Source: an optimization exercise on an open RTL-to-GDS flow (aim: small area). Production flows keep margins and buffers that such runs may drop. In this exercise RTL edits were held to simulation tests only and were not proved equivalent to the original. The flow treats the clock pin as an ideal source. Dropping or thinning the clock tree relies on that and would not hold on a real chip. Power figures rest on the tool's default switching activity, not on a simulated workload.

==> flow/design.v <==
module reel
(
    input      [5:0] v_reel,
    output reg [2:0] symbol
);
    always @(*)
    begin
        if      (v_reel >=  3 && v_reel <= 9)  symbol = 3'd3;   
        else if (v_reel >= 13 && v_reel <= 17) symbol = 3'd4;   
        else if (v_reel >= 21 && v_reel <= 25) symbol = 3'd1;   
        else if (v_reel >= 29 && v_reel <= 35) symbol = 3'd7;   
        else if (v_reel >= 39 && v_reel <= 44) symbol = 3'd3;   
        else if (v_reel >= 48 && v_reel <= 50) symbol = 3'd5;   
        else if (v_reel >= 54 && v_reel <= 58) symbol = 3'd1;   
        else if (v_reel == 63)                 symbol = 3'd2;   
        else                                   symbol = 3'd0;   
    end
endmodule
module top
(
    input        SYSCLK,
    input        RST_N,
    input        LEVER,
    output [6:0] SEG,
    output [2:0] AN
);
    reg  rst_n, rst_n_q1;
    always @(posedge SYSCLK or negedge RST_N)
        if (!RST_N) {rst_n, rst_n_q1} <= 2'b00;
        else        {rst_n, rst_n_q1} <= {rst_n_q1, RST_N};   
    reg  sig_q, sig_qq;
    reg  pulse;
    reg  busy;
    reg  [17:0] rng;
    wire [17:0] rng_inc = rng + 18'd1;
    reg  [17:0] v;
    reg         blink;
    reg         prev_match;  
    reg  [2:0]  digit;
    reg         loaded;      
    reg         win;         
    wire [2:0] s = rng[6:4];
    wire [5:0] sel = (s == 3'd1) ? v[11:6] :
                     (s == 3'd2) ? v[17:12] : v[5:0];
    wire [2:0] sym;
    reel reel_dec (.v_reel(sel), .symbol(sym));
    wire same = (digit == sym);
    wire low_eq  = (rng_inc[1:0] == v[1:0]);
    wire mid_eq  = (rng_inc[11:2] == v[11:2]);
    wire lock_end = low_eq & mid_eq & (rng_inc[12] == v[12]) & !pulse;
    wire blink_ev = low_eq & prev_match;
    wire edge_in = sig_q & !sig_qq;
    always @(posedge SYSCLK)
    begin
        sig_q  <= rst_n & LEVER;
        sig_qq <= sig_q;
        pulse  <= !busy & edge_in;
        if (!rst_n)
            busy <= 1'b0;
        else if (!busy)
            busy <= edge_in;
        else if (lock_end)
            busy <= 1'b0;
        if (!rst_n) rng <= 18'd0;
        else        rng <= rng_inc;
        if (rng_inc[1:0] == 2'd3)
            prev_match <= mid_eq;
        if (pulse || !rst_n)
            v <= rng;
        if (pulse || !rst_n)
            blink <= 1'b0;
        else if (!busy && win && blink_ev)
            blink <= !blink;
        digit <= sym;
        loaded <= pulse;
        if (!rst_n)
            win <= 1'b0;
        else if (loaded)
            win <= 1'b1;
        else if (rng[6:0] == 7'd16)
            win <= win & same;
        else if (rng[6:0] == 7'd32)
            win <= win & same & (sym != 3'd0);
    end
    reg [6:0] seg;
    always @(*)
        case (digit)                     
            3'd0:    seg = 7'b1000000;       
            3'd3:    seg = 7'b1111001;       
            3'd1:    seg = 7'b0100100;       
            3'd7:    seg = 7'b0110000;       
            3'd4:    seg = 7'b0011001;       
            3'd5:    seg = 7'b0010010;       
            3'd2:    seg = 7'b0000010;       
            default: seg = 7'b0000010;       
        endcase
    assign SEG = seg;
    assign AN  = blink            ? 3'b111 :
                 rng[6:4] == 3'd0 ? 3'b110 :
                 rng[6:4] == 3'd1 ? 3'b101 :
                 rng[6:4] == 3'd2 ? 3'b011 : 3'b111;
endmodule
localparam BLANK     = 4'd0;
localparam LIME      = 4'd1;
localparam ORANGE    = 4'd2;
localparam GRAPE     = 4'd3;
localparam BANANA    = 4'd4;
localparam BLUEBERRY = 4'd5;
localparam CHERRY    = 4'd6;
export LEC_CHECK = 0
export CAP_MARGIN = 20
export CORE_MARGIN = 2
export CORE_UTILIZATION = 40
export SLEW_MARGIN = 20
create_clock -name core_clock -period 10.0 [get_ports {SYSCLK}]
standard.sh (not shown) runs the stock make flow with config.mk's settings and CLKGATE_MAP_FILE= SYNTH_SCRIPT=/design/flow/synth_recipe.tcl, a recipe that flattens the netlist after the stock synthesis.
==> flow/flow/run.sh <==
#!/bin/bash
# Own layout flow: the standard synthesis, then the combinational logic
# between the registers is mapped again by ABC for area (the registers, their
# names and cell types are left exactly as the standard synthesis made them),
# then the standard layout steps with single-drive port buffers and a
# one-level clock tree (post_cts.tcl).
set -euo pipefail
W=$PWD
R=$W/orfs/results/$FLOW_PLATFORM/top/base
LIB=$FLOW_HOME/platforms/$FLOW_PLATFORM/lib/sky130_fd_sc_hd__tt_025C_1v80.lib

# 1. standard synthesis
bash standard.sh synth > $W/std_synth.log 2>&1
cp $R/1_2_yosys.v $W/std_netlist.v

# 2. area re-mapping of the combinational logic, with a few ABC scripts in
#    parallel; the smallest netlist is kept
for S in abc_deep abc_deep_amap abc_nf; do
  sed -e "s#@LIB@#$LIB#g" -e "s#@ABC@#$W/flow/$S.abc#g" \
      -e "s#@IN@#$W/std_netlist.v#g" -e "s#@OUT@#$W/remapped_$S.v#g" \
      $W/flow/remap.ys > $W/remap_$S.ys
  yosys -q -s $W/remap_$S.ys -l $W/remap_$S.log > /dev/null &
done
wait
best=""; best_area=""
for S in abc_deep abc_deep_amap abc_nf; do
  a=$(awk '/Chip area for module/ {print $NF}' $W/remap_$S.log)
  echo "remap $S: $a"
  if [[ -z "$best" ]] || awk "BEGIN {exit !($a < $best_area)}"; then best=$S; best_area=$a; fi
done
echo "remap chosen: $best ($best_area)"
cp $W/remapped_$best.v $R/1_2_yosys.v
bash standard.sh do-1_synth > $W/remap_synth_odb.log 2>&1

# 3. the rest of the standard layout, with single-drive port buffers and,
#    after CTS, the clock tree replaced by a few leaf buffers (post_cts.tcl)
bash standard.sh "BUFFER_PORTS_ARGS=-buffer_cell sky130_fd_sc_hd__buf_1" \
    "CTS_ARGS=-sink_clustering_enable -repair_clock_nets -dont_use_dummy_load" \
    "POST_CTS_TCL=$W/flow/post_cts.tcl" \
    "CLK_LEAF_BUF=sky130_fd_sc_hd__clkbuf_8" "CLK_LEAF_COUNT=3" "CLK_LEAF_SLEW_PS=122" \
    finish > $W/layout.log 2>&1
Other scripts of this flow, unchanged in this note and not shown: flow/flow/abc_deep.abc, flow/flow/abc_deep_amap.abc, flow/flow/abc_nf.abc, flow/flow/post_cts.tcl, flow/flow/remap.ys
Change:
--- a/flow/design.v
+++ b/flow/design.v
@@ -38,5 +38,4 @@
     reg         prev_match;  
     reg  [2:0]  digit;
-    reg         loaded;      
     reg         win;         
     wire [2:0] s = rng[6:4];
@@ -73,8 +72,7 @@
             blink <= !blink;
         digit <= sym;
-        loaded <= pulse;
         if (!rst_n)
             win <= 1'b0;
-        else if (loaded)
+        else if (pulse)
             win <= 1'b1;
         else if (rng[6:0] == 7'd16)
Worst setup slack is better by 0.61 ns.
Wire length went up by 2.4%.
Final area climbs by about 0.6%.
Critical path depth drops by 12.
Sequential power hardly moves.
Worst hold slack hardly moves.
Maximum frequency rose by about 18%.
Power fell by 1.2%.
Die area climbs by about 0.6%.
Synthesized area went up by 0.63%.
No run of this note takes its clock network from TritonCTS; it comes from the design's own scripts or RTL.

==> afterwards: timing with drivers on the ports <==
In the flow no input, the clock included, has a driving cell. The finished layouts below were timed again as built, in two steps. Step 1 sets driving cells, clkbuf_16 on the clock port and buf_2 on the other inputs (assumed; they add their load-dependent delay and slew). Step 2, shift: input delay + t, output delay - t, t = (earliest + latest rising clock arrival at the registers) / 2. This alone moves slack from input paths to output paths. Three values: ideal ports, drivers, drivers and shift; two values: the first two.
run	t (ns)	slack for setup (ns)	worst setup path after step 2	worst register clock-pin slew, ns	worst data-port slew with drivers (ns)
the first run	0.203	5.959 / 5.959 / 5.959	register to register	0.11 / 0.11	0.03
the second run	0.198	6.566 / 6.520 / 6.718	register to output	0.10 / 0.10	0.03
After both steps setup and hold are still met in every run listed.
